Context: an optimization exercise on an open-source flow, tuned for small area, a short achievable clock period and few clock cycles per item. The choices shown serve that exercise and are no tape-out recipe.
Where RTL was checked, it was by simulation tests only, not by an equivalence proof against the original.
No functional check of the RTL was part of runs 2 to 6.
No driver is modelled on the clock port, so clocking that relies on it looks cheaper here than on a real chip.
No activity file was given, so power comes from the tool's default toggle rates.

## flow/config.mk

```make
export PLATFORM = sky130hd
export DESIGN_NAME = MS_DMAC_AHBL
export DESIGN_NICKNAME = MS_DMAC_AHBL
export VERILOG_FILES = /design/flow/design.v
export SDC_FILE = /design/flow/constraint.sdc
export NUM_CORES = 4
export LEC_CHECK = 0
export ABC_AREA = 1
export CAP_MARGIN = 20
export CORE_MARGIN = 2
export CORE_UTILIZATION = 40
export CTS_CLUSTER_DIAMETER = 80
export CTS_CLUSTER_SIZE = 20
export SETUP_SLACK_MARGIN = 4.4
export SLEW_MARGIN = 20
```

## flow/standard.sh

```bash
#!/bin/bash
# synth_recipe.tcl (not shown) runs the flow's synth.tcl, then flattens the netlist and writes it again
# the make line also repeats each setting of config.mk as NAME=value (left out here)
make -C /OpenROAD-flow-scripts/flow DESIGN_CONFIG=/design/flow/config.mk WORK_HOME=/design/flow/orfs CLKGATE_MAP_FILE= SYNTH_SCRIPT=/design/flow/synth_recipe.tcl "${@:-finish}"
```

## flow/flow/run.sh

```bash
#!/bin/bash
# The standard layout, with the port buffers built from the smallest buffer
# (buf_1) instead of the resizer's default pick; the resizer may still upsize
# them where timing needs it. make's output goes to flow_make.log here.
set -euo pipefail
export BUFFER_PORTS_ARGS="-buffer_cell sky130_fd_sc_hd__buf_1"
bash standard.sh > flow_make.log 2>&1
```

## flow/design.v

```verilog
`timescale          1ns/1ps
`default_nettype    none
module MS_DMAC_AHBL (
    input   wire    HCLK,
    input   wire    HRESETn,
    output  wire    IRQ,
    input wire          HSEL,
    input wire [31:0]   HADDR,
    input wire [1:0]    HTRANS,
    input wire          HWRITE,
    input wire          HREADY,
    input wire [31:0]   HWDATA,
    input wire [2:0]    HSIZE,
    output wire         HREADYOUT,
    output wire [31:0]  HRDATA,
    output wire [31:0]  M_HADDR,
    output wire [1:0]   M_HTRANS,
    output wire [2:0] 	M_HSIZE,
    output wire         M_HWRITE,
    output wire [31:0]  M_HWDATA,
    input wire          M_HREADY,
    input wire [31:0]   M_HRDATA
);
    reg         wr_en;
    reg         s_ctrl, s_saddr, s_daddr, s_size, s_trig;
    always @(posedge HCLK or negedge HRESETn)
        if (~HRESETn) wr_en <= 1'b0;
        else wr_en <= HREADY & HSEL & HTRANS[1] & HWRITE & (HADDR[7:5] == 3'b000);
    always @(posedge HCLK) begin
        s_ctrl  <= (HADDR[4:2] == 3'd0);
        s_saddr <= (HADDR[4:2] == 3'd2);
        s_daddr <= (HADDR[4:2] == 3'd3);
        s_size  <= (HADDR[4:2] == 3'd4);
        s_trig  <= (HADDR[4:2] == 3'd5);
    end
    wire        trig_wr = wr_en & s_trig;
    reg [31:0]  CTRL_REG;
    reg [31:0]  SADDR_REG;
    reg [31:0]  DADDR_REG;
    reg [15:0]  SIZE_REG;
    wire [31:0] ctrl_nx  = (wr_en & s_ctrl)  ? HWDATA : CTRL_REG;
    wire [31:0] saddr_nx = (wr_en & s_saddr) ? HWDATA : SADDR_REG;
    wire [31:0] daddr_nx = (wr_en & s_daddr) ? HWDATA : DADDR_REG;
    wire [15:0] size_nx  = (wr_en & s_size)  ? HWDATA[15:0] : SIZE_REG;
    always @(posedge HCLK or negedge HRESETn)
        if (~HRESETn) begin
            CTRL_REG  <= 32'h0;
            SADDR_REG <= 32'h0;
            DADDR_REG <= 32'h0;
            SIZE_REG  <= 16'h0;
        end else begin
            CTRL_REG  <= ctrl_nx;
            SADDR_REG <= saddr_nx;
            DADDR_REG <= daddr_nx;
            SIZE_REG  <= size_nx;
        end
    wire        EN        = CTRL_REG[0];
    wire [1:0]  SRC_TYPE  = CTRL_REG[17:16];
    wire [2:0]  SRC_AI    = CTRL_REG[20:18];
    wire [1:0]  DEST_TYPE = CTRL_REG[25:24];
    wire [2:0]  DEST_AI   = CTRL_REG[28:26];
    reg         busy;        
    reg         done;        
    reg         htrans_q;    
    reg         hwrite_q;    
    reg [1:0]   hsize_q;
    reg         htrans_o;    
    reg         hwrite_o;
    reg [2:0]   step_q;      
    reg [15:0]  cntr;        
    reg [31:0]  haddr_q;     
    reg [31:0]  nxaddr_q;    
    reg [31:0]  rdata;
    wire        issue     = htrans_q & M_HREADY;
    wire        last      = (cntr == SIZE_REG);
    wire        start     = trig_wr & HWDATA[0] & EN & (SIZE_REG != 16'h0);
    wire        finish    = busy & EN & ~htrans_q & M_HREADY;
    reg         htrans_nx, hwrite_nx;
    always @* begin
        htrans_nx = htrans_q;
        hwrite_nx = hwrite_q;
        if (start) begin
            htrans_nx = 1'b1;
            hwrite_nx = 1'b0;
        end else if (issue) begin
            if (~hwrite_q) begin
                hwrite_nx = 1'b1;
            end else if (last) begin
                htrans_nx = 1'b0;
            end else begin
                hwrite_nx = 1'b0;
            end
        end
    end
    always @(posedge HCLK or negedge HRESETn)
        if (~HRESETn) begin
            htrans_q <= 1'b0;
            hwrite_q <= 1'b1;
            htrans_o <= 1'b0;
            hwrite_o <= 1'b0;
        end else begin
            htrans_q <= htrans_nx;
            hwrite_q <= hwrite_nx;
            htrans_o <= htrans_nx;
            hwrite_o <= hwrite_nx & htrans_nx;
        end
    function [2:0] ai_step(input [2:0] ai);
        ai_step = (ai == 3'd4) ? 3'b100 :
                  (ai == 3'd2) ? 3'b010 :
                  (ai != 3'd0) ? 3'b001 : 3'b000;
    endfunction
    always @(posedge HCLK)
        if (~htrans_q | M_HREADY) begin
            hsize_q <= (htrans_q & ~hwrite_q) ? DEST_TYPE : SRC_TYPE;
            step_q  <= (htrans_q & ~hwrite_q) ? ai_step(DEST_AI) : ai_step(SRC_AI);
        end
    always @(posedge HCLK or negedge HRESETn)
        if (~HRESETn) cntr <= 16'h0;
        else if (issue & ~hwrite_q) cntr <= cntr + 16'h1;
        else if (issue & last) cntr <= 16'h0;
    wire [31:0] stepped = haddr_q + {29'h0, step_q};
    always @(posedge HCLK)
        if (~htrans_q) begin
            haddr_q  <= SADDR_REG;
            nxaddr_q <= DADDR_REG;
        end else if (M_HREADY) begin
            haddr_q  <= nxaddr_q;
            nxaddr_q <= stepped;
        end
    wire        half_from_word = (SRC_TYPE == 2'd2) & (DEST_TYPE == 2'd1);
    always @(posedge HCLK)
        if (htrans_q & hwrite_q) begin
            rdata[15:0]  <= M_HRDATA[15:0];
            rdata[31:16] <= half_from_word ? M_HRDATA[15:0] : M_HRDATA[31:16];
        end
    wire        busy_nx = trig_wr ? HWDATA[0] : (busy & ~finish);
    wire        done_nx = ~trig_wr & (done | finish);
    always @(posedge HCLK or negedge HRESETn)
        if (~HRESETn) begin
            busy <= 1'b0;
            done <= 1'b0;
        end else begin
            busy <= busy_nx;
            done <= done_nx;
        end
    reg [31:0]  hrdata_q;
    always @(posedge HCLK)
        case (HADDR[4:2])
            3'd0:    hrdata_q <= ctrl_nx;
            3'd1:    hrdata_q <= {31'h0, done_nx};
            3'd2:    hrdata_q <= saddr_nx;
            3'd3:    hrdata_q <= daddr_nx;
            3'd4:    hrdata_q <= {16'h0, size_nx};
            default: hrdata_q <= {31'h0, busy_nx};
        endcase
    assign IRQ       = done;
    assign HREADYOUT = 1'b1;
    assign HRDATA   = hrdata_q;
    assign M_HADDR  = haddr_q;
    assign M_HTRANS = {htrans_o, 1'b0};
    assign M_HWRITE = hwrite_o;
    assign M_HSIZE  = {1'b0, hsize_q};
    assign M_HWDATA = rdata;
endmodule
```

## flow/constraint.sdc

```tcl
create_clock -name core_clock -period 7.0 [get_ports {HCLK}]
set_input_delay 1.4000 -clock core_clock [delete_from_list [all_inputs] [get_ports {HCLK}]]
set_output_delay 1.4000 -clock core_clock [all_outputs]
set_load 0.01 [all_outputs]
```

==> results of run 1 <==
[per-layer routing]
layer  vias to the layer above  global-route usage (%)
met5                         -                       0
met4                         0                    5.10
met3                        30                    2.34
met2                       226                    33.3
met1                      4526                    29.1
li1                       4641                       -
[cell usage after synthesis (6+ instances only)]
master	number	area (sq um)
a21oi_1	6	30.0
nor2_1	43	161
buf_2	13	65.1
o21ai_1	6	30.0
nand2_1	508	1910
nor3_1	11	55.1
inv_2	8	30.0
dfxtp_1	37	741
dfrtp_1	133	3330
clkbuf_1	30	113
inv_1	99	372
o21ai_0	142	711
xnor2_1	6	52.6
nand4_1	29	181
mux2_2	16	180
nand3_1	46	230
nor2_2	11	68.8
xor2_1	14	123
edfxtp_1	101	3030
[worst min-delay path: stages (launching register included)]
cell     delay [ps]
dfrtp_1         330
nand2_1          40
o21ai_0          80
[final cells by class]
class	count	area, sq um	share of cell area (%)
clock inverters	4	62.6	0.458
inverters	107	402	2.94
clock buffers	28	513	3.75
repair buffers	204	888	6.50
flip-flops and latches	272	7130	52.2
multi-input cells	889	4180	30.6
well taps	390	488	3.57
[registers in the layout, summed over array words and instances, names as in the netlist, 2 cells and up]
register / count
nxaddr_q: 32
rdata: 32
SIZE_REG: 16
SADDR_REG: 32
cntr: 16
CTRL_REG: 32
step_q: 3
hsize_q: 2
haddr_q: 32
hrdata_q: 32
DADDR_REG: 32
[how the worst min path moves through the flow]
stage               cells after the start                    from  slack [ps]                     end
CTS                                     2  CTRL_REG[12]$_DFF_PN0_         500  CTRL_REG[12]$_DFF_PN0_
floorplan                               2  CTRL_REG[10]$_DFF_PN0_         460  CTRL_REG[10]$_DFF_PN0_
finish                                  2  CTRL_REG[29]$_DFF_PN0_         500  CTRL_REG[29]$_DFF_PN0_
detailed placement                      2  CTRL_REG[29]$_DFF_PN0_         480  CTRL_REG[29]$_DFF_PN0_
global placement                        2   CTRL_REG[5]$_DFF_PN0_         480   CTRL_REG[5]$_DFF_PN0_
global route                            2  CTRL_REG[12]$_DFF_PN0_         520  CTRL_REG[12]$_DFF_PN0_
[through the flow]
step	total power, uW	setup slack, ps	utilization [%]	instance area (sq um)	hold slack, ps
after global placement	2440	3760	43.9	12900	477
after global routing	3710	4340	46.4	13700	524
after CTS	3560	4370	46.0	13600	504
final	3540	4380	46.4	13700	501
after floorplan	2250	4590	-	11900	461
after detailed placement	2450	3730	43.9	12900	483
[power by group through the flow]
stage	Sequential, uW	Clock, uW	Combinational, uW
2_1_floorplan	1870	0	377
3_3_place_gp	1880	0	563
3_5_place_dp	1880	0	568
4_1_cts	1850	1130	578
5_1_grt	1860	1190	669
6_report	1840	1110	585
[cells by family after synthesis]
group | Yosys count | share of synthesized area, %
other | 2 | 0.0630
DFF | 272 | 59.8
and+or+nand+nor | 671 | 23.3
AOI/OAI and AO/OA | 174 | 7.89
adders and majority gates | 5 | 0.587
muxes | 16 | 1.51
buffers and inverters | 160 | 5.43
xor gates and xnor gates | 20 | 1.47
[repair_timing]
item	in CTS	in global routing
setup buffers	4	13
endpoints found under the setup margin	81	14
resized for setup	3	3
gates cloned	0	0
==> results.yml, run 1 <==
sta:
  finalSetupViolations: 0
  timing_hold_violations_final: 0
  rsz0062_at_grt: "yes"
  slew_headroom_pct: 31.4
  drv_slew: 0
  finalCritPeriodShare_pct: 37.4
  clock_skew_ps: 17.6
  fin_crit_ps: 2620
  fin_setup_tns_ps: 0
  timing.fmax_mhz: 382
  tightest_slew_ps: 1030
critical_path:
  reg2reg_slack_ps: 4640
  cp.required_ps: 5600
  r2r_end: "step_q[1]$_DFFE_PP_"
  slowest_delay_ps: 520
  crit_chain: "buf_6"
  r2r-start: "htrans_o$_DFF_PN0_"
  setup.worst_path.end: "M_HADDR[13]"
  slowest_stage: "edfxtp_1"
  critical_path.top_delay_family: "flip-flops"
  critical_path_class: "reg2out"
  critPathLaunchType: "register"
  path_max_fanout: 5
  critPathBufInv: 1
  rr_worst_depth: 7
  crit_path_end_kind: "primary output"
  crit_start: "haddr_q[13]$_DFFE_PP_"
  worst-path-stages: 1
  arrival_ps: 1220
clock_tree:
  tritoncts: "done"
  cts_hold_buf: 0
  cts_max_path_buffers: 3
  clk_pin_slew_ps: 90
  htree_levels: 1
  clock_latency_ps: 500
  clock-root-buffer: "clkbuf_16"
  numCtsBuffers: 18
  clock-sinks: 272
synth:
  syn_area_sq_um: 11900
  ys_seq_elements: 272
  yosysWarnings: 1
  ys.flop_type: "dfrtp_1"
  synth_cell_types: 45
  syn_area_per_cell_sq_um: 9.04
  synth_edf_count: 101
  synthCells: 1320
  async_flop_share_pct: 49.3
  synth_seq_area_share_pct: 59.8
placed_design:
  dp.final_hpwl_mm: 21.6
  place_inst: 1845
  portBuffers: 177
  gp_congestion: 0.876
route:
  ant_nets: 0
  vias: 9423
  drc_errors: 0
  drt_iter0_drc: 726
  vias_per_cell: 4.98
  wl_met1_mm: 14.4
  top_layer: "met4"
  drt-total-wl_mm: 31.9
  dr.pass1.iters: 5
  wl_per_cell_um: 16.8
  wl_met2_mm: 15.3
  wl_met3_mm: 1.63
power:
  seqPwrFrac_pct: 52.1
  combPwrFrac_pct: 16.5
  powerDensity_nw_per_um2: 259
  swShare_pct: 28.9
  internal_power_uw: 2510
  power_switching_uw: 1020
  peakVddDrop_mv: 0.192
  p_leak_uw: 0.00634
  power_frac_clock_pct: 31.3
global_routing:
  overflow: 0
  grt_pass1_vias: 9122
  grt_start_max_net_pins: 77
  grt_usage_pct: 20.4
  grt_pass1_wl_mm: 49.9
  antenna_found_initial: 0
die:
  pin_count: 211
  fp-row-count: 63
  die_width_um: 177
  die_h_um: 177
  start_util_pct: 40.5
  dieArea_sq_um: 31200
  core-area_sq_um: 29500
cells_and_area:
  final_cell_count_no_fill: 1894
  drive_above_1_share_pct: 7.91
  syn_to_final_growth_pct: 14.5
  diodes: 0
  layout_common_cells: "505 x nand2_1, 173 x buf_1, 142 x o21ai_0"
  layout.nets: 1604
  final_common_cell: "nand2_1"
  fillers: 2966
status:
  outcome: "no timing/DRC/antenna violations"
flow_run:
  cap_viol_max_count: 0
hold_path:
  hp-class: "reg2reg"
Testbench counts, summed over its fixed seeds: cycles 18,508, items 5,221.
==> run 2, diff against run 1 <==
--- a/flow/design.v
+++ b/flow/design.v
@@ -67,8 +67,6 @@
     reg         htrans_o;    
     reg         hwrite_o;
-    reg [2:0]   step_q;      
     reg [15:0]  cntr;        
     reg [31:0]  haddr_q;     
-    reg [31:0]  nxaddr_q;    
     reg [31:0]  rdata;
     wire        issue     = htrans_q & M_HREADY;
@@ -105,27 +103,31 @@
             hwrite_o <= hwrite_nx & htrans_nx;
         end
-    function [2:0] ai_step(input [2:0] ai);
-        ai_step = (ai == 3'd4) ? 3'b100 :
-                  (ai == 3'd2) ? 3'b010 :
-                  (ai != 3'd0) ? 3'b001 : 3'b000;
+    function [2:0] ai_shift(input [2:0] ai);
+        ai_shift = (ai == 3'd4) ? 3'b100 :
+                   (ai == 3'd2) ? 3'b010 :
+                   (ai != 3'd0) ? 3'b001 : 3'b000;
     endfunction
-    always @(posedge HCLK)
-        if (~htrans_q | M_HREADY) begin
+    wire        nx_is_wr = htrans_nx & ~hwrite_nx;
+    reg         sel_wr_q;
+    reg [2:0]   shift_q;
+    always @(posedge HCLK or negedge HRESETn)
+        if (~HRESETn) sel_wr_q <= 1'b0;
+        else sel_wr_q <= nx_is_wr;
+    always @(posedge HCLK) begin
+        shift_q <= nx_is_wr ? ai_shift(DEST_AI) : ai_shift(SRC_AI);
+        if (~htrans_q | M_HREADY)
             hsize_q <= (htrans_q & ~hwrite_q) ? DEST_TYPE : SRC_TYPE;
-            step_q  <= (htrans_q & ~hwrite_q) ? ai_step(DEST_AI) : ai_step(SRC_AI);
-        end
+    end
     always @(posedge HCLK or negedge HRESETn)
         if (~HRESETn) cntr <= 16'h0;
         else if (issue & ~hwrite_q) cntr <= cntr + 16'h1;
         else if (issue & last) cntr <= 16'h0;
-    wire [31:0] stepped = haddr_q + {29'h0, step_q};
+    wire [31:0] base      = sel_wr_q ? DADDR_REG : SADDR_REG;
+    wire [17:0] offset    = ({18{shift_q[2]}} & {cntr, 2'b00})
+                          | ({18{shift_q[1]}} & {1'b0, cntr, 1'b0})
+                          | ({18{shift_q[0]}} & {2'b00, cntr});
+    wire [31:0] next_addr = base + {14'h0, offset};
     always @(posedge HCLK)
-        if (~htrans_q) begin
-            haddr_q  <= SADDR_REG;
-            nxaddr_q <= DADDR_REG;
-        end else if (M_HREADY) begin
-            haddr_q  <= nxaddr_q;
-            nxaddr_q <= stepped;
-        end
+        if (~htrans_q | M_HREADY) haddr_q <= next_addr;
     wire        half_from_word = (SRC_TYPE == 2'd2) & (DEST_TYPE == 2'd1);
     always @(posedge HCLK)
==> flow/run.sh (new file) <==
#!/bin/bash
# synth_recipe.tcl (not shown) runs the flow's synth.tcl, then flattens the netlist and writes it again
# the make line also repeats each setting of config.mk as NAME=value (left out here)
make -C /OpenROAD-flow-scripts/flow DESIGN_CONFIG=/design/flow/config.mk WORK_HOME=/design/flow/orfs CLKGATE_MAP_FILE= SYNTH_SCRIPT=/design/flow/synth_recipe.tcl finish
--- a/flow/config.mk
+++ b/flow/config.mk
@@ -6,10 +6,10 @@
 export NUM_CORES = 4
 export LEC_CHECK = 0
-export ABC_AREA = 1
+export ABC_CLOCK_PERIOD_IN_PS = 2500
 export CAP_MARGIN = 20
 export CORE_MARGIN = 2
 export CORE_UTILIZATION = 40
-export CTS_CLUSTER_DIAMETER = 80
-export CTS_CLUSTER_SIZE = 20
+export CTS_CLUSTER_DIAMETER = 100
+export CTS_CLUSTER_SIZE = 30
 export SETUP_SLACK_MARGIN = 4.4
 export SLEW_MARGIN = 20
removed: flow/flow/run.sh
removed: flow/standard.sh
==> run 2 against run 1 <==
Effect of this change:
- critical endpoint is now haddr_q[16]$_DFFE_PP_
- combinational power shrank 47%
- global-route usage shrank 1.4 points
- still clean on timing, DRC and antenna
- maximum frequency shrank 13%
- count of clock-buffer cells in the layout shrank 12
- largest power group unchanged
- clock skew is essentially flat
- highest routed layer unchanged
- hold slack gained 5.3 ps
- final cell count shrank 20%
- synthesized cell count shrank 28%
- sequential power shrank 16%
- area after synthesis shrank 4.6%
==> results.yml, run 2 <==
status:
  outcome: "no timing/DRC/antenna violations"
synth:
  synth_xor_area_share_pct: 3.31
  ys.flop_type: "dfrtp_1"
  synthTopCellsByCount: "164 x mux2_2, 134 x dfrtp_1, 71 x nand2_1"
  ys_seq_elements: 241
  synth_cell_types: 68
  synth_top_area_cell: "dfrtp_1"
  netlist.area_leader.share_pct: 29.5
  muxShareOfSynthArea_pct: 17.4
  synthCells: 944
  synth.most_common_cell: "mux2_2"
  synth_compound_area_share_pct: 11.1
  synth_edf_count: 66
  synth_seq_area_share_pct: 54.1
  synth_simple_gate_area_share_pct: 8.48
  synth_area_leaders: "dfrtp_1 29%, edfxtp_1 17%, mux2_2 16%, dfxtp_1 7.0%, nand2_1 2.3%"
  async_flop_share_pct: 56.0
  syn_area_sq_um: 11400
  syn_area_per_cell_sq_um: 12.1
  synth_top_family_by_area: "multiplexers"
  synthAdderAreaFrac_pct: 2.26
  yosysWarnings: 1
cells_and_area:
  final_cell_count_no_fill: 1509
  final_common_cell: "mux2_2"
  fillers: 2479
  syn_to_final_growth_pct: 27.7
  post-route-util_pct: 52.0
  drive_above_1_share_pct: 27.7
  diodes: 0
  layout_common_cells: "153 x mux2_2, 130 x dfrtp_1, 71 x clkdlybuf4s50_1"
  layout.nets: 1252
route:
  drt-total-wl_mm: 28.8
  drc_errors: 0
  wl_per_cell_um: 19.1
  dr.pass1.iters: 5
  drt_iter0_drc: 463
  ant_nets: 0
  vias_per_cell: 5.32
  vias: 8027
hold_path:
  hp-class: "reg2reg"
  whs_path_depth: 1
die:
  pin_count: 211
  start_util_pct: 40.7
  die_h_um: 173
  dieArea_sq_um: 29800
  core-area_sq_um: 27900
  fp-row-count: 61
  die_width_um: 173
power:
  power_switching_uw: 665
  p_leak_uw: 0.00600
  power_frac_clock_pct: 31.6
  internal_power_uw: 2060
  swShare_pct: 24.4
  powerDensity_nw_per_um2: 187
  seqPwrFrac_pct: 56.9
  peakVddDrop_mv: 0.128
  combPwrFrac_pct: 11.4
global_routing:
  grt_start_max_net_pins: 67
  antenna_found_initial: 0
  grt_pass1_wl_mm: 45.5
  grt_pass1_vias: 7987
  overflow: 0
  grt_usage_pct: 18.9
clock_tree:
  htree_levels: 1
  tritoncts: "done"
  cts_max_path_buffers: 3
  numCtsBuffers: 12
  clock-root-buffer: "clkbuf_16"
  clk_pin_slew_ps: 120
  cts_hold_buf: 0
  clock_latency_ps: 490
  clock-sinks: 241
critical_path:
  worst-path-stages: 12
  slowest_stage: "dfrtp_4"
  path_max_fanout: 7
  critical_path.top_delay_family: "compound AO/OA/AOI/OAI gates"
  critPathLaunchType: "register"
  critPathBufInv: 2
  rr_worst_depth: 12
  arrival_ps: 3280
  crit_path_end_kind: "register"
  slowest_delay_ps: 530
  critical_path_class: "reg2reg"
  cp.required_ps: 7250
  crit_chain: "buf_12 -> mux2_4 -> ha_4 -> inv_2 -> fa_2 -> nor2b_4 -> o31a_1 -> o31a_4 -> a31oi_4 -> o21bai_1 -> a21oi_2 -> xnor2_1"
sta:
  slew_headroom_pct: 34.7
  fin_crit_ps: 3030
  fin_setup_tns_ps: 0
  finalCritPeriodShare_pct: 43.2
  drv_slew: 0
  rsz0062_at_grt: "yes"
  timing.fmax_mhz: 331
  timing_hold_violations_final: 0
  finalSetupViolations: 0
  holdWs_ps: 506
  clock_skew_ps: 17.4
  tightest_slew_ps: 976
placed_design:
  portBuffers: 177
  dp.final_hpwl_mm: 20.1
  place_inst: 1454
  gp_congestion: 0.814
flow_run:
  cap_viol_max_count: 0
==> run 2: worst register-to-register path, delay by kind of cell (launching register included) <==
kind	cells	cell delay, ps
buf+inv	2	210
xor+xnor	1	90
flops	1	530
compound gates	5	1170
mux	1	340
simple gates	1	50
fa+ha+maj	2	390
==> run 2: what timing repair did <==
action                     CTS  global route
setup endpoints to repair  200            78
buffers inserted            31             2
cloned                       1             0
pin swaps                   27            15
resized for setup          183            57
==> run 2: power groups by stage <==
stage	clock [uW]	combinational, uW	sequential [uW]
3_5_place_dp	0	310	1580
4_1_cts	884	310	1550
5_1_grt	932	341	1560
3_3_place_gp	0	309	1580
6_report	861	312	1550
2_1_floorplan	0	145	1580
==> run 2: stage by stage <==
step	power, uW	worst slack, ps	cell area (sq um)
floorplan	1720	4020	11600
finish	2720	3970	14500
global route	2830	3920	14500
global placement	1890	2880	13600
detailed placement	1890	2890	13600
CTS	2750	4000	14400
==> run 2: layer usage <==
metal  GRT usage, %  vias up  routed length [um]
li1               -     3811                   -
met1           27.9     3966               13900
met2           30.0      226               13000
met3           2.95       24                1620
met4           3.28        0                 296
met5              0        -                   0
==> run 2: cell type report <==
| type | count | area, sq um | area share, % |
|---|---|---|---|
| Timing Repair Buffer | 217 | 2050 | 14.1 |
| Tap cell | 378 | 473 | 3.25 |
| Sequential cell | 241 | 6170 | 42.5 |
| Inverter | 36 | 149 | 1.02 |
| Multi-Input combinational cell | 617 | 5290 | 36.4 |
| Clock buffer | 16 | 337 | 2.32 |
| Clock inverter | 4 | 63.8 | 0.439 |
==> run 2: worst paths after layout <==
check / from / to / slack [ps]
max in group asynchronous: HRESETn / sel_wr_q$_DFF_PN0_ / 5040
min in group asynchronous: HRESETn / DADDR_REG[9]$_DFF_PN0_ / 770
worst min register to register: CTRL_REG[30]$_DFF_PN0_ / CTRL_REG[30]$_DFF_PN0_ / 510
worst max register to register: sel_wr_q$_DFF_PN0_ / haddr_q[16]$_DFFE_PP_ / 3970
worst max-delay path: sel_wr_q$_DFF_PN0_ / haddr_q[16]$_DFFE_PP_ / 3970
worst min-delay path: CTRL_REG[30]$_DFF_PN0_ / CTRL_REG[30]$_DFF_PN0_ / 510
==> run 2: cells by family after synthesis <==
family / count (synthesis)
flops: 241
simple gates: 201
mux: 177
compound gates: 173
buf+inv: 87
xor+xnor: 43
fa+ha+maj: 20
other cells: 2
==> run 3, diff against run 2 <==
--- a/flow/config.mk
+++ b/flow/config.mk
@@ -10,6 +10,6 @@
 export CORE_MARGIN = 2
 export CORE_UTILIZATION = 40
-export CTS_CLUSTER_DIAMETER = 100
-export CTS_CLUSTER_SIZE = 30
+export CTS_CLUSTER_DIAMETER = 80
+export CTS_CLUSTER_SIZE = 20
 export SETUP_SLACK_MARGIN = 4.4
 export SLEW_MARGIN = 20
==> run 3 against run 2 <==
Effect of this change:
- still clean
- clock power up 9.6%
- first-iteration DRC count up 2.6%
- sequential cell count unchanged
- sequential power about the same
- highest routed layer unchanged
==> results.yml, run 3 <==
synth:
  syn_area_sq_um: 11400
  synthTopCellsByCount: "164 x mux2_2, 134 x dfrtp_1, 71 x nand2_1"
  synth.most_common_cell: "mux2_2"
  synthCells: 944
  synth_area_leaders: "dfrtp_1 29%, edfxtp_1 17%, mux2_2 16%, dfxtp_1 7.0%, nand2_1 2.3%"
  muxShareOfSynthArea_pct: 17.4
  synth_xor_area_share_pct: 3.31
  syn_area_per_cell_sq_um: 12.1
  synth_edf_count: 66
  synth_simple_gate_area_share_pct: 8.48
  synth_cell_types: 68
  netlist.area_leader.share_pct: 29.5
  synth_seq_area_share_pct: 54.1
  async_flop_share_pct: 56.0
  synth_compound_area_share_pct: 11.1
  ys.flop_type: "dfrtp_1"
  yosysWarnings: 1
  synthAdderAreaFrac_pct: 2.26
  synth_top_area_cell: "dfrtp_1"
  ys_seq_elements: 241
  synth_top_family_by_area: "multiplexers"
route:
  ant_nets: 0
  vias: 8037
  vias_per_cell: 5.33
  dr.pass1.iters: 5
  drt-total-wl_mm: 28.6
  wl_per_cell_um: 19.0
  drt_iter0_drc: 475
  drc_errors: 0
power:
  swShare_pct: 24.3
  power_switching_uw: 680
  combPwrFrac_pct: 10.8
  finalPower_uw: 2800
  seqPwrFrac_pct: 55.4
  internal_power_uw: 2120
  power_frac_clock_pct: 33.8
  peakVddDrop_mv: 0.136
  powerDensity_nw_per_um2: 194
  p_leak_uw: 0.00595
critical_path:
  critical_path_class: "reg2reg"
  slowest_delay_ps: 500
  critPathBufInv: 2
  critical_path.top_delay_family: "compound AO/OA/AOI/OAI gates"
  crit_path_end_kind: "register"
  arrival_ps: 3210
  critPathLaunchType: "register"
  cp.required_ps: 7230
  path_max_fanout: 11
  crit_chain: "buf_12 -> mux2_4 -> ha_4 -> inv_2 -> fa_2 -> nor2b_2 -> o31a_1 -> o31a_4 -> a31oi_4 -> o21ai_4 -> nor3b_2 -> a311oi_2"
  slowest_stage: "dfrtp_4"
placed_design:
  post-place-ws_ps: 2890
  dp.final_hpwl_mm: 20.1
  gp_congestion: 0.814
  place_area_sq_um: 13600
  portBuffers: 177
sta:
  finalCritPeriodShare_pct: 42.6
  drv_slew: 0
  timing_hold_violations_final: 0
  fin_setup_tns_ps: 0
  finalWorstSetupSlack_ps: 4020
  timing.fmax_mhz: 335
  rsz0062_at_grt: "yes"
  clock_skew_ps: 33.7
  slew_headroom_pct: 34.4
  finalSetupViolations: 0
  tightest_slew_ps: 980
  fin_crit_ps: 2980
clock_tree:
  tritoncts: "done"
  htree_levels: 1
  cts_hold_buf: 0
  numCtsBuffers: 16
  clock-root-buffer: "clkbuf_16"
  clk_pin_slew_ps: 90
  cts_max_path_buffers: 3
  clock-sinks: 241
  clock_latency_ps: 510
cells_and_area:
  layout_common_cells: "157 x mux2_2, 128 x dfrtp_1, 71 x clkdlybuf4s50_1"
  diodes: 0
  layout.nets: 1246
  post-route-util_pct: 51.5
  drive_above_1_share_pct: 26.7
  syn_to_final_growth_pct: 26.5
  final_common_cell: "mux2_2"
  fin_area_sq_um: 14400
global_routing:
  antenna_found_initial: 0
  grt_pass1_wl_mm: 45.1
  overflow: 0
  grt_pass1_vias: 7915
  grt_start_max_net_pins: 67
  grt_usage_pct: 18.8
die:
  core-area_sq_um: 27900
  die_h_um: 173
  dieArea_sq_um: 29800
  die_width_um: 173
  fp-row-count: 61
  start_util_pct: 40.7
  pin_count: 211
hold_path:
  hp-class: "reg2reg"
flow_run:
  cap_viol_max_count: 0
status:
  outcome: "no timing/DRC/antenna violations"
-- run 3: worst register-to-register path, cell delays in order, from the launching register on --
cell and delay (ps):
dfrtp_4 500, buf_12 160, mux2_4 340, ha_4 180
inv_2 50, fa_2 200, nor2b_2 50, o31a_1 270
o31a_4 310, a31oi_4 300, o21ai_4 110, nor3b_2 200
a311oi_2 60
-- run 3: path summary, 6_finish.rpt --
path / endpoint / start / slack, ps / depth (start not counted)
max reg2reg: haddr_q[20]$_DFFE_PP_ / sel_wr_q$_DFF_PN0_ / 4020 / 12
min in group asynchronous: CTRL_REG[6]$_DFF_PN0_ / HRESETn / 760 / 1
max: haddr_q[20]$_DFFE_PP_ / sel_wr_q$_DFF_PN0_ / 4020 / 12
min: CTRL_REG[30]$_DFF_PN0_ / CTRL_REG[30]$_DFF_PN0_ / 500 / 1
min reg2reg: CTRL_REG[30]$_DFF_PN0_ / CTRL_REG[30]$_DFF_PN0_ / 500 / 1
max in group asynchronous: sel_wr_q$_DFF_PN0_ / HRESETn / 5050 / 2
-- run 3: layout make-up --
class	count	area, sq um
multi-input cells	617	5200
flip-flops and latches	241	6170
fillers	2485	13500
inverters	36	149
clock inverters	3	22.5
clock buffers	25	455
well taps	378	473
repair buffers	207	1920
-- run 3: per-stage QoR --
step	hold slack (ps)	cells
final	499	1507
after global routing	513	1507
after CTS	502	1502
after detailed placement	483	1454
after global placement	477	1454
after floorplan	471	945
-- run 3: routing by layer --
layer  part of all wire (%)  global-route usage, %  wire, um  up-vias
met4                    1.3                   3.35       378        0
met2                     44                   29.5     12700      231
met5                      0                      0         0        -
met1                     48                   27.7     13800     3966
met3                    5.8                   3.28      1660       24
li1                       -                      -         -     3816
-- run 3: cells by family after synthesis --
group                      after synthesis
DFF                                    241
adders and majority gates               20
and+or+nand+nor                        201
buffers and inverters                   87
xor gates and xnor gates                43
other                                    2
AOI/OAI and AO/OA                      173
muxes                                  177
-- run 3: power by group through the flow --
| stage | clock network, uW | registers [uW] | logic (uW) |
|---|---|---|---|
| 5_1_grt | 1030 | 1560 | 333 |
| 2_1_floorplan | 0 | 1580 | 145 |
| 3_3_place_gp | 0 | 1580 | 309 |
| 3_5_place_dp | 0 | 1580 | 310 |
| 6_report | 944 | 1550 | 303 |
| 4_1_cts | 970 | 1550 | 303 |
-- run 3: repair_timing --
item                       in CTS  in global routing
pin swaps                      17                  5
gates resized for setup       168                 51
buffers inserted               20                  4
setup endpoints to repair     200                 72
==> run 4, diff against run 3 <==
--- a/flow/design.v
+++ b/flow/design.v
@@ -67,6 +67,8 @@
     reg         htrans_o;    
     reg         hwrite_o;
+    reg [2:0]   step_q;      
     reg [15:0]  cntr;        
     reg [31:0]  haddr_q;     
+    reg [31:0]  nxaddr_q;    
     reg [31:0]  rdata;
     wire        issue     = htrans_q & M_HREADY;
@@ -103,31 +105,27 @@
             hwrite_o <= hwrite_nx & htrans_nx;
         end
-    function [2:0] ai_shift(input [2:0] ai);
-        ai_shift = (ai == 3'd4) ? 3'b100 :
-                   (ai == 3'd2) ? 3'b010 :
-                   (ai != 3'd0) ? 3'b001 : 3'b000;
+    function [2:0] ai_step(input [2:0] ai);
+        ai_step = (ai == 3'd4) ? 3'b100 :
+                  (ai == 3'd2) ? 3'b010 :
+                  (ai != 3'd0) ? 3'b001 : 3'b000;
     endfunction
-    wire        nx_is_wr = htrans_nx & ~hwrite_nx;
-    reg         sel_wr_q;
-    reg [2:0]   shift_q;
-    always @(posedge HCLK or negedge HRESETn)
-        if (~HRESETn) sel_wr_q <= 1'b0;
-        else sel_wr_q <= nx_is_wr;
-    always @(posedge HCLK) begin
-        shift_q <= nx_is_wr ? ai_shift(DEST_AI) : ai_shift(SRC_AI);
-        if (~htrans_q | M_HREADY)
+    always @(posedge HCLK)
+        if (~htrans_q | M_HREADY) begin
             hsize_q <= (htrans_q & ~hwrite_q) ? DEST_TYPE : SRC_TYPE;
-    end
+            step_q  <= (htrans_q & ~hwrite_q) ? ai_step(DEST_AI) : ai_step(SRC_AI);
+        end
     always @(posedge HCLK or negedge HRESETn)
         if (~HRESETn) cntr <= 16'h0;
-        else if (issue & ~hwrite_q) cntr <= cntr + 16'h1;
-        else if (issue & last) cntr <= 16'h0;
-    wire [31:0] base      = sel_wr_q ? DADDR_REG : SADDR_REG;
-    wire [17:0] offset    = ({18{shift_q[2]}} & {cntr, 2'b00})
-                          | ({18{shift_q[1]}} & {1'b0, cntr, 1'b0})
-                          | ({18{shift_q[0]}} & {2'b00, cntr});
-    wire [31:0] next_addr = base + {14'h0, offset};
+        else if (~htrans_q) cntr <= 16'h0;
+        else if (M_HREADY & ~hwrite_q) cntr <= cntr + 16'h1;
+    wire [31:0] stepped = haddr_q + {29'h0, step_q};
     always @(posedge HCLK)
-        if (~htrans_q | M_HREADY) haddr_q <= next_addr;
+        if (~htrans_q) begin
+            haddr_q  <= SADDR_REG;
+            nxaddr_q <= DADDR_REG;
+        end else if (M_HREADY) begin
+            haddr_q  <= nxaddr_q;
+            nxaddr_q <= stepped;
+        end
     wire        half_from_word = (SRC_TYPE == 2'd2) & (DEST_TYPE == 2'd1);
     always @(posedge HCLK)
==> flow/flow/run.sh (new file) <==
#!/bin/bash
# The standard layout with two changes:
# - the port buffers are built from the smallest buffer (buf_1) instead of
#   the resizer's default pick; the resizer may still upsize them;
# - after CTS, the clock tree's root buffer is removed, so the clock port
#   drives the first level of the tree (2 clock buffers) directly; every
#   register still gets its clock through two levels of buffers.
# make's output goes to flow_make.log here.
set -euo pipefail
export BUFFER_PORTS_ARGS="-buffer_cell sky130_fd_sc_hd__buf_1"
export POST_CTS_TCL="$PWD/flow/post_cts.tcl"
bash standard.sh > flow_make.log 2>&1
==> flow/flow/post_cts.tcl (new file) <==
set block [ord::get_db_block]
foreach root [$block getInsts] {
  if {![string match "clkbuf_0_*" [$root getName]]} { continue }
  set in_net [[$root findITerm A] getNet]
  set out_net [[$root findITerm X] getNet]
  if {$in_net eq "NULL" || $out_net eq "NULL"} { continue }
  if {[llength [$in_net getBTerms]] != 1} { continue }
  set loads {}
  foreach it [$out_net getITerms] {
    if {[$it getInst] ne $root} { lappend loads $it }
  }
  if {[llength $loads] > 4 || [llength [$out_net getBTerms]] != 0} { continue }
  puts "post_cts: removing [$root getName], [llength $loads] loads move to [$in_net getName]"
  foreach it $loads {
    $it disconnect
    $it connect $in_net
  }
  [$root findITerm A] disconnect
  [$root findITerm X] disconnect
  odb::dbInst_destroy $root
  odb::dbNet_destroy $out_net
}
estimate_parasitics -placement
report_clock_latency
==> flow/standard.sh (new file) <==
#!/bin/bash
# synth_recipe.tcl (not shown) runs the flow's synth.tcl, then flattens the netlist and writes it again
# the make line also repeats each setting of config.mk as NAME=value (left out here)
make -C /OpenROAD-flow-scripts/flow DESIGN_CONFIG=/design/flow/config.mk WORK_HOME=/design/flow/orfs CLKGATE_MAP_FILE= SYNTH_SCRIPT=/design/flow/synth_recipe.tcl "${@:-finish}"
--- a/flow/config.mk
+++ b/flow/config.mk
@@ -12,4 +12,4 @@
 export CTS_CLUSTER_DIAMETER = 80
 export CTS_CLUSTER_SIZE = 20
-export SETUP_SLACK_MARGIN = 4.4
+export SETUP_SLACK_MARGIN = 4.7
 export SLEW_MARGIN = 20
removed: flow/run.sh
==> run 4 against run 3 <==
Effect of this change:
- still clean on timing, DRC and antenna
- maximum frequency increased by 20%
- sequential power grew about 20%
- utilization fell by 1.3 points
- combinational power up 37%
- count of clock-buffer cells in the layout is 2 higher
- register-to-register slack improved by 500 ps
- synthesized cell count is 0.64% higher
- via count up 8.0%
- sequential cell count rose by 31
- final area up 2.8%
- hold slack worse by 15 ps
- sequential share of layout area up 5.4 points
- critical path type unchanged
==> results.yml, run 4 <==
die:
  pin_count: 211
  start_util_pct: 40.5
  dieArea_sq_um: 31200
  core-area_sq_um: 29500
  die_width_um: 177
  fp-row-count: 63
  die_h_um: 177
critical_path:
  slowest_stage: "or4_4"
  reg2reg_slack_ps: 4520
  arrival_ps: 2700
  cp.required_ps: 7220
  path_max_fanout: 6
  crit_chain: "buf_6 -> ha_4 -> a21oi_4 -> or4_4 -> buf_6 -> or4_1 -> a31oi_1"
  critPathBufInv: 2
  crit_path_end_kind: "register"
  critical_path.top_delay_family: "simple AND/OR/NAND/NOR gates"
  slowest_delay_ps: 590
  r2r-start: "haddr_q[2]$_DFFE_PP_"
  critPathLaunchType: "register"
  r2r_end: "nxaddr_q[28]$_DFFE_PP_"
  crit_top_cell: "buf_6"
  critical_path_class: "reg2reg"
  rr_worst_depth: 7
global_routing:
  grt_usage_pct: 20.4
  antenna_found_initial: 0
  grt_pass1_vias: 8409
  grt_pass1_wl_mm: 49.2
  grt_start_max_net_pins: 70
  overflow: 0
sta:
  slew_headroom_pct: 56.9
  rsz0062_at_grt: "yes"
  finalCritPeriodShare_pct: 35.4
  finalSetupViolations: 0
  fin_crit_ps: 2480
  tightest_slew_ps: 645
  clock_skew_ps: 17.2
  timing.fmax_mhz: 403
  fin_setup_tns_ps: 0
  drv_slew: 0
  timing_hold_violations_final: 0
clock_tree:
  tritoncts: "done"
  clock_latency_ps: 380
  clock-sinks: 272
  clk_pin_slew_ps: 90
synth:
  synthTopCellsByCount: "133 x dfrtp_1, 133 x mux2_2, 101 x edfxtp_1"
  synth_top_area_cell: "dfrtp_1"
  syn_area_per_cell_sq_um: 12.6
  synth_edf_count: 101
  synthCells: 950
  async_flop_share_pct: 49.3
  netlist.area_leader.share_pct: 27.9
  ys_seq_elements: 272
  ys.flop_type: "dfrtp_1"
  synth_area_leaders: "dfrtp_1 28%, edfxtp_1 25%, mux2_2 13%, dfxtp_1 6.2%, o211ai_1 2.0%"
  synth_seq_area_share_pct: 59.7
  syn_area_sq_um: 11900
  synth_cell_types: 57
  yosysWarnings: 1
route:
  dr.pass1.iters: 5
  wl_per_cell_um: 20.8
  vias: 8682
  drc_errors: 0
  drt_iter0_drc: 618
  vias_per_cell: 5.47
  ant_nets: 0
  drt-total-wl_mm: 33.0
hold_path:
  hp-start: "CTRL_REG[22]$_DFF_PN0_"
  hp-class: "reg2reg"
  whs_path_depth: 1
  worstHoldEndpoint: "CTRL_REG[22]$_DFF_PN0_"
cells_and_area:
  syn_to_final_growth_pct: 24.0
  final_common_cell: "mux2_2"
  drive_above_1_share_pct: 34.2
  layout_common_cells: "133 x mux2_2, 132 x dfrtp_1, 101 x edfxtp_1"
  fillers: 2678
  layout.nets: 1296
  diodes: 0
  multiInputGateArea_sq_um: 4750
  regArea_sq_um: 7150
power:
  swShare_pct: 26.0
  p_leak_uw: 0.00621
  powerDensity_nw_per_um2: 225
  power_frac_clock_pct: 31.5
  finalPower_uw: 3330
  combPwrFrac_pct: 12.5
  internal_power_uw: 2460
  peakVddDrop_mv: 0.162
  power_switching_uw: 864
  seqPwrFrac_pct: 55.9
status:
  outcome: "no timing/DRC/antenna violations"
placed_design:
  portBuffers: 177
  dp.final_hpwl_mm: 20.8
  gp_congestion: 0.825
flow_run:
  cap_viol_max_count: 0
-- run 4: layout make-up --
type | count | share of cell area [%]
Timing Repair inverter | 1 | 0.0338
Inverter | 31 | 1.12
Multi-Input combinational cell | 597 | 32.1
Sequential cell | 272 | 48.3
Clock inverter | 4 | 0.211
Clock buffer | 27 | 3.34
Tap cell | 390 | 3.30
Timing Repair Buffer | 264 | 11.6
-- run 4: metal layers --
metal | wire (um) | share of wire [%] | track usage [%] | up-vias
met5 | 0 | 0 | 0 | -
met4 | 735 | 2.2 | 4.82 | 0
met3 | 1760 | 5.3 | 2.68 | 44
met2 | 16200 | 49 | 34.2 | 234
met1 | 14300 | 43 | 28.2 | 4362
li1 | - | - | - | 4042
-- run 4: kinds of logic after synthesis --
kind of cell               Yosys count  synth area share (%)
adders and majority gates            5                 0.587
muxes                              149                  13.9
buffers and inverters               84                  2.78
xor gates and xnor gates            33                  2.42
and+or+nand+nor                    215                  9.57
other                                2                0.0629
DFF                                272                  59.7
AOI/OAI and AO/OA                  190                  11.0
-- run 4: power by group through the flow --
stage / Sequential, uW / Combinational [uW] / Clock (uW)
2_1_floorplan: 1880 / 195 / 0
3_3_place_gp: 1890 / 328 / 0
3_5_place_dp: 1890 / 332 / 0
5_1_grt: 1870 / 456 / 1130
6_report: 1860 / 416 / 1050
-- run 4: worst max-delay path by stage --
stage / start / to / slack, ps / cells after the start
3_3_place_gp: HADDR[3] / hrdata_q[0]$_DFF_P_ / 3200 / 6
6_report: haddr_q[2]$_DFFE_PP_ / nxaddr_q[28]$_DFFE_PP_ / 4520 / 7
2_1_floorplan: M_HREADY / cntr[7]$_DFFE_PN0P_ / 4370 / 7
3_5_place_dp: HADDR[3] / hrdata_q[0]$_DFF_P_ / 3190 / 6
5_1_grt: haddr_q[2]$_DFFE_PP_ / nxaddr_q[28]$_DFFE_PP_ / 4490 / 7
-- run 4: stage by stage --
stage               hold slack (ps)  cell area (sq um)  instances  setup WS, ps  util, %
floorplan                       451              12100        951          4370        -
global placement                461              13100       1475          3200     44.3
detailed placement              467              13100       1475          3190     44.3
global route                    509              14800       1586          4490     50.2
finish                          484              14800       1586          4520     50.2
==> run 5, diff against run 4 <==
--- a/flow/config.mk
+++ b/flow/config.mk
@@ -12,4 +12,4 @@
 export CTS_CLUSTER_DIAMETER = 80
 export CTS_CLUSTER_SIZE = 20
-export SETUP_SLACK_MARGIN = 4.7
+export SETUP_SLACK_MARGIN = 4.5
 export SLEW_MARGIN = 20
==> run 5 against run 4 <==
Effect of this change:
- utilization shrank 2.3 points
- critical path depth is the same
- area after synthesis is the same
- combinational power shrank 7.7%
- synthesized cell count is the same
- maximum frequency grew 1.2%
- sequential power is essentially flat
- wire length shrank 2.8%
- final cell count shrank 1.6%
- register-to-register slack gained 40 ps
- critical endpoint is now hrdata_q[0]$_DFF_P_
==> results.yml, run 5 <==
die:
  pin_count: 211
  core-area_sq_um: 29500
  dieArea_sq_um: 31200
  die_h_um: 177
  die_width_um: 177
  fp-row-count: 63
  start_util_pct: 40.5
flow_run:
  cap_viol_max_count: 0
sta:
  clock_skew_ps: 23.1
  tightest_slew_ps: 973
  finalSetupViolations: 0
  slew_headroom_pct: 35.1
  timing_hold_violations_final: 0
  holdWs_ps: 491
  fin_setup_tns_ps: 0
  drv_slew: 0
  timing.fmax_mhz: 408
  rsz0062_at_grt: "no"
  finalCritPeriodShare_pct: 35.0
  fin_crit_ps: 2450
critical_path:
  critPathLaunchType: "input pin"
  path_max_fanout: 19
  crit_start: "HADDR[3]"
  crit_chain: "clkbuf_4 -> buf_12 -> inv_6 -> nor2_1 -> buf_4 -> and2_1 -> o41a_1"
  slowest_stage: "o41a_1"
  slowest_delay_ps: 370
  cp.required_ps: 7250
  critical_path_class: "in2reg"
  crit_path_end_kind: "register"
  arrival_ps: 2700
  r2r-start: "haddr_q[9]$_DFFE_PP_"
power:
  combPwrFrac_pct: 12.0
  seqPwrFrac_pct: 58.0
  power_switching_uw: 828
  swShare_pct: 25.9
  peakVddDrop_mv: 0.166
  power_frac_clock_pct: 30.0
  internal_power_uw: 2370
  p_leak_uw: 0.00568
  powerDensity_nw_per_um2: 227
synth:
  synthTopCellsByCount: "133 x dfrtp_1, 133 x mux2_2, 101 x edfxtp_1"
  synth_area_leaders: "dfrtp_1 28%, edfxtp_1 25%, mux2_2 13%, dfxtp_1 6.2%, o211ai_1 2.0%"
  yosysWarnings: 1
  syn_area_per_cell_sq_um: 12.6
  synth_edf_count: 101
  ys_seq_elements: 272
  synth_top_area_cell: "dfrtp_1"
  synth_cell_types: 57
  netlist.area_leader.share_pct: 27.9
  synthCells: 950
  ys.flop_type: "dfrtp_1"
  syn_area_sq_um: 11900
  async_flop_share_pct: 49.3
  synth_seq_area_share_pct: 59.7
route:
  dr.pass1.iters: 5
  drt_iter0_drc: 708
  ant_nets: 0
  vias_per_cell: 5.49
  drt-total-wl_mm: 32.1
  wl_per_cell_um: 20.6
  drc_errors: 0
  vias: 8567
cells_and_area:
  diodes: 0
  layout_common_cells: "168 x buf_1, 133 x mux2_2, 132 x dfrtp_1"
  syn_to_final_growth_pct: 18.3
  final_common_cell: "buf_1"
  drive_above_1_share_pct: 22.2
  layout.nets: 1272
hold_path:
  hp-class: "reg2reg"
  hp-start: "CTRL_REG[23]$_DFF_PN0_"
global_routing:
  grt_start_max_net_pins: 89
  overflow: 0
  grt_pass1_wl_mm: 48.8
  grt_pass1_vias: 8447
  antenna_found_initial: 0
  grt_usage_pct: 20.0
placed_design:
  portBuffers: 177
  gp_congestion: 0.830
  dp.final_hpwl_mm: 21.1
clock_tree:
  clk_pin_slew_ps: 90
  clock-sinks: 272
  tritoncts: "done"
  clock_latency_ps: 370
status:
  outcome: "no timing/DRC/antenna violations"
[run 5: power by group through the flow]
stage / registers, uW / logic, uW / clock network [uW]
after detailed placement: 1890 / 328 / 0
after floorplan: 1880 / 191 / 0
after global placement: 1890 / 323 / 0
final: 1860 / 384 / 961
after global routing: 1870 / 423 / 1040
[run 5: area by class of cell]
| type | count | area [sq um] |
|---|---|---|
| fill | 2762 | 15400 |
| clock buffer | 27 | 442 |
| sequential | 272 | 7130 |
| timing repair buffer | 241 | 1260 |
| tap | 390 | 488 |
| inverter | 31 | 139 |
| multi-input combinational | 598 | 4660 |
| clock inverter | 1 | 8.76 |
[run 5: path summary, 6_finish.rpt]
check	cells past startpoint	end	slack, ps
max	7	hrdata_q[0]$_DFF_P_	4550
min	1	CTRL_REG[23]$_DFF_PN0_	490
max reg2reg	5	nxaddr_q[31]$_DFFE_PP_	4560
min reg2reg	1	CTRL_REG[23]$_DFF_PN0_	490
max in group asynchronous	2	CTRL_REG[5]$_DFF_PN0_	4750
min in group asynchronous	1	CTRL_REG[11]$_DFF_PN0_	1070
[run 5: per-stage QoR]
stage,area (sq um),total power [uW],setup WS (ps),cells,utilization (%)
final,14100,3200,4550,1560,47.9
after global routing,14100,3330,4480,1560,47.9
after global placement,13000,2210,3650,1477,44.2
after detailed placement,13000,2220,3660,1477,44.2
after floorplan,12000,2070,4370,951,-
[run 5: per-layer routing]
metal	GRT usage (%)	wire [um]	vias up	part of all wire, %
met5	0	0	-	0
met4	4.68	712	0	2.2
met3	1.93	1510	33	4.7
met2	34.1	16000	236	50
met1	27.6	13900	4308	43
li1	-	-	3990	-
[run 5: cells by family (layout without fill, tap and decap cells)]
group,Yosys count,after routing,share of synthesized area [%]
buffers and inverters,84,300,2.78
adders and majority gates,5,5,0.587
and+or+nand+nor,215,217,9.57
AOI/OAI and AO/OA,190,191,11.0
DFF,272,272,59.7
other,2,3,0.0629
muxes,149,149,13.9
xor gates and xnor gates,33,33,2.42
[run 5: worst max-delay path: cells and delay by family]
family          cells  cell delay, ps
buf+inv             4             670
simple gates        2             240
compound gates      1             370
==> run 6, diff against run 5 <==
--- a/flow/config.mk
+++ b/flow/config.mk
@@ -12,4 +12,4 @@
 export CTS_CLUSTER_DIAMETER = 80
 export CTS_CLUSTER_SIZE = 20
-export SETUP_SLACK_MARGIN = 4.5
+export SETUP_SLACK_MARGIN = 4.4
 export SLEW_MARGIN = 20
==> run 6 against run 5 <==
Effect of this change:
- still clean
- first-iteration DRC count shrank 8.1%
- critical path depth shrank 5
- power shrank 0.20%
- die area is the same
- synthesized cell count is the same
- clock power grew 2.7%
- final area shrank 2.1%
- via count shrank 0.72%
- register-to-register slack lost 90 ps
- largest power group unchanged
==> results.yml, run 6 <==
status:
  outcome: "no timing/DRC/antenna violations"
global_routing:
  antenna_found_initial: 0
  grt_pass1_vias: 8195
  overflow: 0
  grt_usage_pct: 20.3
  grt_start_max_net_pins: 70
  grt_pass1_wl_mm: 48.9
power:
  internal_power_uw: 2370
  powerDensity_nw_per_um2: 231
  swShare_pct: 25.7
  p_leak_uw: 0.00554
  power_frac_clock_pct: 30.9
  combPwrFrac_pct: 11.0
  peakVddDrop_mv: 0.171
  power_switching_uw: 821
  seqPwrFrac_pct: 58.1
placed_design:
  gp_congestion: 0.842
  dp.final_hpwl_mm: 21.2
  place_inst: 1478
  post-place-ws_ps: 3120
  portBuffers: 177
sta:
  fin_crit_ps: 2600
  slew_headroom_pct: 30.7
  fin_setup_tns_ps: 0
  rsz0062_at_grt: "yes"
  drv_slew: 0
  timing.fmax_mhz: 385
  clock_skew_ps: 32.9
  finalWorstSetupSlack_ps: 4400
  holdWs_ps: 489
  timing_hold_violations_final: 0
  tightest_slew_ps: 1040
  finalSetupViolations: 0
  finalCritPeriodShare_pct: 37.2
clock_tree:
  clk_pin_slew_ps: 100
  tritoncts: "done"
  clock-sinks: 272
  clock_latency_ps: 390
route:
  drt_iter0_drc: 651
  vias: 8505
  dr.pass1.iters: 5
  wl_per_cell_um: 21.0
  ant_nets: 0
  drt-total-wl_mm: 32.3
  drc_errors: 0
  vias_per_cell: 5.54
flow_run:
  cap_viol_max_count: 0
cells_and_area:
  drive_above_1_share_pct: 19.7
  post-route-util_pct: 46.9
  final_common_cell: "buf_1"
  layout.nets: 1246
  layout_common_cells: "174 x buf_1, 133 x mux2_2, 132 x dfrtp_1"
  syn_to_final_growth_pct: 15.8
  final_cell_count_no_fill: 1535
  diodes: 0
synth:
  synth_area_leaders: "dfrtp_1 28%, edfxtp_1 25%, mux2_2 13%, dfxtp_1 6.2%, o211ai_1 2.0%"
  synth_seq_area_share_pct: 59.7
  synth_top_area_cell: "dfrtp_1"
  ys.flop_type: "dfrtp_1"
  synthTopCellsByCount: "133 x dfrtp_1, 133 x mux2_2, 101 x edfxtp_1"
  synth_edf_count: 101
  synth_top_family_by_area: "multiplexers"
  ys_seq_elements: 272
  synth_compound_area_share_pct: 11.0
  synth_simple_gate_area_share_pct: 9.57
  muxShareOfSynthArea_pct: 13.9
  synthCells: 950
  syn_area_sq_um: 11900
  yosysWarnings: 1
  synth_cell_types: 57
  async_flop_share_pct: 49.3
  synthAdderAreaFrac_pct: 0.587
  netlist.area_leader.share_pct: 27.9
  syn_area_per_cell_sq_um: 12.6
  synth_xor_area_share_pct: 2.42
die:
  pin_count: 211
  die_h_um: 177
  fp-row-count: 63
  die_width_um: 177
  core-area_sq_um: 29500
  start_util_pct: 40.5
  dieArea_sq_um: 31200
hold_path:
  hp-class: "reg2reg"
critical_path:
  crit_path_end_kind: "primary output"
  critPathLaunchType: "register"
  cp.required_ps: 5600
  critical_path_class: "reg2out"
  path_max_fanout: 3
  arrival_ps: 1200
run 6: cells by family after synthesis:
group,count (synthesis)
DFF,272
and+or+nand+nor,215
AOI/OAI and AO/OA,190
muxes,149
buffers and inverters,84
xor gates and xnor gates,33
adders and majority gates,5
other,2
run 6: final cells by class:
type | count | area, sq um
fillers | 2766 | 15700
flip-flops and latches | 272 | 7130
multi-input cells | 596 | 4570
repair buffers | 217 | 1020
well taps | 390 | 488
clock buffers | 26 | 459
inverters | 31 | 136
clock inverters | 3 | 17.5
run 6: power by group through the flow:
stage	Combinational, uW	Clock [uW]	Sequential (uW)
floorplan	186	0	1880
global placement	323	0	1890
detailed placement	329	0	1890
global route	389	1080	1870
finish	350	987	1860
run 6: stage by stage:
step | total power (uW) | area, sq um
finish | 3190 | 13800
detailed placement | 2220 | 13000
global route | 3330 | 13800
global placement | 2210 | 13000
floorplan | 2070 | 12000
run 6: critical path, cell delays in order (launching register included):
cell      delay (ps)
edfxtp_1         510
buf_4            180
buf_6            110
run 6: layer usage:
layer / track usage (%) / part of all wire [%]
met5: 0 / 0
met4: 3.96 / 1.6
met3: 2.34 / 5.4
met2: 33.8 / 49
met1: 28.8 / 44
run 6: worst paths after layout:
path / startpoint / end / slack, ps / depth (start not counted)
min: CTRL_REG[23]$_DFF_PN0_ / CTRL_REG[23]$_DFF_PN0_ / 490 / 1
max in group asynchronous: HRESETn / cntr[4]$_DFFE_PN0P_ / 4830 / 2
max reg2reg: haddr_q[1]$_DFFE_PP_ / nxaddr_q[31]$_DFFE_PP_ / 4470 / 5
min in group asynchronous: HRESETn / SADDR_REG[27]$_DFF_PN0_ / 1010 / 1
min reg2reg: CTRL_REG[23]$_DFF_PN0_ / CTRL_REG[23]$_DFF_PN0_ / 490 / 1
max: haddr_q[1]$_DFFE_PP_ / M_HADDR[1] / 4400 / 2
==> run 7, diff against run 6 <==
--- a/flow/design.v
+++ b/flow/design.v
@@ -117,6 +117,6 @@
     always @(posedge HCLK or negedge HRESETn)
         if (~HRESETn) cntr <= 16'h0;
-        else if (~htrans_q) cntr <= 16'h0;
-        else if (M_HREADY & ~hwrite_q) cntr <= cntr + 16'h1;
+        else if (issue & ~hwrite_q) cntr <= cntr + 16'h1;
+        else if (issue & last) cntr <= 16'h0;
     wire [31:0] stepped = haddr_q + {29'h0, step_q};
     always @(posedge HCLK)
==> run 7 against run 6 <==
Effect of this change:
- non-clock buffer count is 14 lower
- still clean on timing, DRC and antenna
- final area decreased by 0.91%
- final cell count down 1.9%
- die area up 0.31%
- critical endpoint is now hrdata_q[9]$_DFF_P_
==> results.yml, run 7 <==
critical_path:
  crit_path_end_kind: "register"
  critical_path_class: "in2reg"
  critPathLaunchType: "input pin"
  cp.required_ps: 7280
  path_max_fanout: 24
  crit_chain: "buf_1 -> buf_4 -> nor2b_1 -> nor2b_4 -> buf_12 -> a22oi_1 -> o211ai_1"
  slowest_delay_ps: 350
  r2r_end: "nxaddr_q[27]$_DFFE_PP_"
  arrival_ps: 2760
  r2r-start: "haddr_q[2]$_DFFE_PP_"
  slowest_stage: "buf_4"
  reg2reg_slack_ps: 4610
  rr_worst_depth: 6
synth:
  synth_area_leaders: "dfrtp_1 28%, edfxtp_1 25%, mux2_2 14%, dfxtp_1 6.2%, mux2i_1 2.8%"
  syn_area_per_cell_sq_um: 12.9
  ys.flop_type: "dfrtp_1"
  syn_area_sq_um: 12000
  synthTopCellsByCount: "150 x mux2_2, 133 x dfrtp_1, 101 x edfxtp_1"
  synthCells: 931
  synth_seq_area_share_pct: 59.5
  synth.most_common_cell: "mux2_2"
  netlist.area_leader.share_pct: 27.8
  synth_cell_types: 61
  ys_seq_elements: 272
  synth_edf_count: 101
  synth_top_area_cell: "dfrtp_1"
  async_flop_share_pct: 49.3
  yosysWarnings: 1
sta:
  tightest_slew_ps: 1050
  finalSetupViolations: 0
  fin_setup_tns_ps: 0
  rsz0062_at_grt: "no"
  slew_headroom_pct: 29.7
  drv_slew: 0
  clock_skew_ps: 13.3
  timing.fmax_mhz: 404
  fin_crit_ps: 2480
  finalCritPeriodShare_pct: 35.4
  timing_hold_violations_final: 0
cells_and_area:
  syn_to_final_growth_pct: 14.4
  layout_common_cells: "171 x buf_1, 150 x mux2_2, 132 x dfrtp_1"
  drive_above_1_share_pct: 21.1
  layout.nets: 1217
  final_cell_count_no_fill: 1506
  final_common_cell: "buf_1"
die:
  dieArea_sq_um: 31300
  die_h_um: 177
  start_util_pct: 40.5
  die_width_um: 177
  pin_count: 211
  fp-row-count: 63
  core-area_sq_um: 29600
route:
  drt_iter0_drc: 424
  dr.pass1.iters: 4
  drc_errors: 0
  vias_per_cell: 5.18
  vias: 7798
  ant_nets: 0
  wl_per_cell_um: 19.7
  drt-total-wl_mm: 29.7
hold_path:
  hp-class: "reg2reg"
  whs_path_depth: 1
  worstHoldEndpoint: "CTRL_REG[22]$_DFF_PN0_"
  hp-start: "CTRL_REG[22]$_DFF_PN0_"
placed_design:
  place_inst: 1460
  dp.final_hpwl_mm: 19.8
  portBuffers: 177
  gp_congestion: 0.837
global_routing:
  antenna_found_initial: 1
  overflow: 0
  grt_pass1_wl_mm: 45.8
  grt_usage_pct: 18.9
  grt_start_max_net_pins: 75
  grt_pass1_vias: 7851
power:
  powerDensity_nw_per_um2: 219
  peakVddDrop_mv: 0.122
  p_leak_uw: 0.00535
status:
  outcome: "no timing/DRC/antenna violations"
clock_tree:
  clk_pin_slew_ps: 90
  clock-sinks: 272
  clock_latency_ps: 370
  tritoncts: "done"
flow_run:
  cap_viol_max_count: 0
[run 7: cells by family after synthesis]
| family | count (synthesis) | share of synthesized area [%] |
|---|---|---|
| buf+inv | 74 | 2.64 |
| flops | 272 | 59.5 |
| compound gates | 119 | 6.33 |
| mux | 183 | 16.9 |
| xor+xnor | 48 | 3.57 |
| fa+ha+maj | 5 | 0.585 |
| simple gates | 228 | 10.4 |
| other cells | 2 | 0.0627 |
[run 7: routing by layer]
metal | global-route usage [%] | part of all wire [%]
met4 | 3.72 | 1.6
met5 | 0 | 0
met3 | 3.14 | 5.2
met1 | 27.5 | 48
met2 | 29.9 | 45
[run 7: metrics by stage]
stage / total power (uW) / utilization, % / hold WS (ps) / worst slack (ps) / cell area [sq um]
floorplan: 1950 / - / 456 / 4440 / 12000
global placement: 2050 / 44.0 / 476 / 3610 / 13000
detailed placement: 2060 / 44.0 / 484 / 3530 / 13000
global route: 3120 / 46.3 / 512 / 4430 / 13700
finish: 3000 / 46.3 / 503 / 4520 / 13700
[run 7: worst max-delay path by stage]
| stage | start | to | slack (ps) |
|---|---|---|---|
| after global routing | HADDR[3] | hrdata_q[12]$_DFF_P_ | 4430 |
| after floorplan | HADDR[3] | hrdata_q[10]$_DFF_P_ | 4440 |
| after global placement | HADDR[3] | hrdata_q[0]$_DFF_P_ | 3610 |
| final | HADDR[3] | hrdata_q[9]$_DFF_P_ | 4520 |
| after detailed placement | HADDR[3] | hrdata_q[0]$_DFF_P_ | 3530 |
[run 7: critical path, delay by kind of cell]
| family | cells | cell delay, ps |
|---|---|---|
| buffers and inverters | 3 | 600 |
| AND/OR/NAND/NOR | 2 | 550 |
| AO/OA/AOI/OAI | 2 | 200 |
[run 7: power by group]
| group | leakage (uW) | switching, uW | internal [uW] |
|---|---|---|---|
| clock network | 0.000220 | 521 | 446 |
| registers | 0.00293 | 50.4 | 1720 |
| logic | 0.00220 | 150 | 110 |
| total | 0.00535 | 721 | 2280 |
[run 7: cell type report]
class | count | area [sq um]
antenna | 1 | 2.50
clock buffer | 27 | 452
clock inverter | 1 | 8.76
fill | 2762 | 15900
inverter | 25 | 101
multi-input combinational | 587 | 4600
sequential | 272 | 7130
tap | 390 | 488
timing repair buffer | 203 | 915
Testbench counts of run 7, summed over its fixed seeds: cycles 18,508, items 5,221.
==> run 8, diff against run 7 <==
--- a/flow/config.mk
+++ b/flow/config.mk
@@ -12,4 +12,4 @@
 export CTS_CLUSTER_DIAMETER = 80
 export CTS_CLUSTER_SIZE = 20
-export SETUP_SLACK_MARGIN = 4.4
+export SETUP_SLACK_MARGIN = 4.7
 export SLEW_MARGIN = 20
==> run 8 against run 7 <==
Effect of this change:
- still clean on timing, DRC and antenna
- die area unchanged
- clock skew grew 4.9 ps
- register-to-register slack improved by 50 ps
- combinational power up 22%
- setup slack improved by 49 ps
- via count grew 4.2%
- non-clock buffer count grew 52
- final cell count increased by 3.5%
- hold slack worse by 1.4 ps
- utilization is 3.2 points higher
- critical endpoint is now M_HTRANS[1]
- largest cell class unchanged
==> results.yml, run 8 <==
critical_path:
  critPathBufInv: 1
  critical_path_class: "reg2out"
  path_max_fanout: 4
  critPathLaunchType: "register"
  slowest_delay_ps: 520
  critical_path.top_delay_family: "flip-flops"
sta:
  drv_slew: 0
  fin_setup_tns_ps: 0
  rsz0062_at_grt: "yes"
  tightest_slew_ps: 961
  finalSetupViolations: 0
  finalCritPeriodShare_pct: 34.7
  timing_hold_violations_final: 0
  slew_headroom_pct: 35.8
synth:
  synth_simple_gate_area_share_pct: 10.4
  netlist.area_leader.share_pct: 27.8
  synth_top_area_cell: "dfrtp_1"
  synth_xor_area_share_pct: 3.57
  synth_top_family_by_area: "multiplexers"
  yosysWarnings: 1
  ys_seq_elements: 272
  muxShareOfSynthArea_pct: 16.9
  synth_cell_types: 61
  synthTopCellsByCount: "150 x mux2_2, 133 x dfrtp_1, 101 x edfxtp_1"
  synthAdderAreaFrac_pct: 0.585
  synth_seq_area_share_pct: 59.5
  ys.flop_type: "dfrtp_1"
  async_flop_share_pct: 49.3
  syn_area_per_cell_sq_um: 12.9
  synth_area_leaders: "dfrtp_1 28%, edfxtp_1 25%, mux2_2 14%, dfxtp_1 6.2%, mux2i_1 2.8%"
cells_and_area:
  post-route-util_pct: 49.6
  fillers: 2672
  drive_above_1_share_pct: 34.8
  layout_common_cells: "150 x mux2_2, 132 x dfrtp_1, 101 x edfxtp_1"
  regArea_sq_um: 7140
  final_cell_count_no_fill: 1559
  syn_to_final_growth_pct: 22.4
  multiInputGateArea_sq_um: 4860
  layout.nets: 1270
die:
  core-area_sq_um: 29600
  fp-row-count: 63
  dieArea_sq_um: 31300
  start_util_pct: 40.5
global_routing:
  grt_usage_pct: 19.0
  overflow: 0
  met1_usage_pct: 28.6
  grt_busiest_layer: "met2"
  met2_usage_pct: 29.6
  grt_pass1_vias: 7873
  grt_pass1_wl_mm: 46.2
  antenna_found_initial: 1
  grt_start_max_net_pins: 76
placed_design:
  post-place-ws_ps: 3670
  dp.final_hpwl_mm: 19.8
route:
  vias: 8129
  vias_per_cell: 5.21
  ant_nets: 0
  drc_errors: 0
  drt_iter0_drc: 582
  dr.pass1.iters: 5
  drt-total-wl_mm: 30.9
clock_tree:
  tritoncts: "done"
  clock-sinks: 272
  clock_latency_ps: 370
hold_path:
  hp-class: "reg2reg"
  hp-start: "CTRL_REG[23]$_DFF_PN0_"
power:
  peakVddDrop_mv: 0.137
  p_leak_uw: 0.00605
  finalPower_uw: 3050
flow_run:
  cap_viol_max_count: 0
status:
  outcome: "no timing/DRC/antenna violations"
==> run 8: cell counts after synthesis <==
No cell type changed its count.
==> run 8: path summary, 6_finish.rpt <==
path	cells after the start	slack (ps)	end
setup / recovery	1	4570	M_HTRANS[1]
hold / removal	1	500	CTRL_REG[23]$_DFF_PN0_
setup reg to reg	8	4660	nxaddr_q[21]$_DFFE_PP_
hold reg to reg	1	500	CTRL_REG[23]$_DFF_PN0_
max in group asynchronous	2	4980	SADDR_REG[22]$_DFF_PN0_
min in group asynchronous	1	1070	SADDR_REG[10]$_DFF_PN0_
==> run 8: worst register-to-register path: cells and delay by family, from the launching register on <==
kind | cells | cell delay (ps)
AO/OA/AOI/OAI | 3 | 640
XOR/XNOR | 1 | 330
adder cells (fa/ha/maj) | 1 | 260
buffers and inverters | 2 | 310
flip-flops | 1 | 470
AND/OR/NAND/NOR | 1 | 40
==> run 8: routing by layer <==
layer / up-vias / wire (um)
met2: 181 / 14000
met3: 31 / 1530
met1: 4101 / 14900
met5: - / 0
li1: 3816 / -
met4: 0 / 493
==> run 8: layout make-up <==
| cell class | instances | area share, % |
|---|---|---|
| flip-flops and latches | 272 | 48.7 |
| clock inverters | 1 | 0.0512 |
| inverters | 25 | 0.700 |
| repair inverters | 1 | 0.0427 |
| multi-input cells | 587 | 33.1 |
| clock buffers | 27 | 3.08 |
| repair buffers | 255 | 11.0 |
| well taps | 390 | 3.33 |
| diodes | 1 | 0.0171 |
==> run 8: stage by stage <==
step | hold slack [ps] | area, sq um
after floorplan | 456 | 12100
after global placement | 477 | 13100
after detailed placement | 482 | 13100
after global routing | 512 | 14700
final | 502 | 14700
==> run 8: report_power, final <==
part / internal [uW] / switching [uW]
Combinational: 147 / 170
Sequential: 1720 / 44.1
Clock: 446 / 521
Total: 2320 / 735
==> run 8: cell families after synthesis <==
family | count (synthesis)
xor+xnor | 48
flops | 272
mux | 183
simple gates | 228
buf+inv | 74
other cells | 2
compound gates | 119
fa+ha+maj | 5
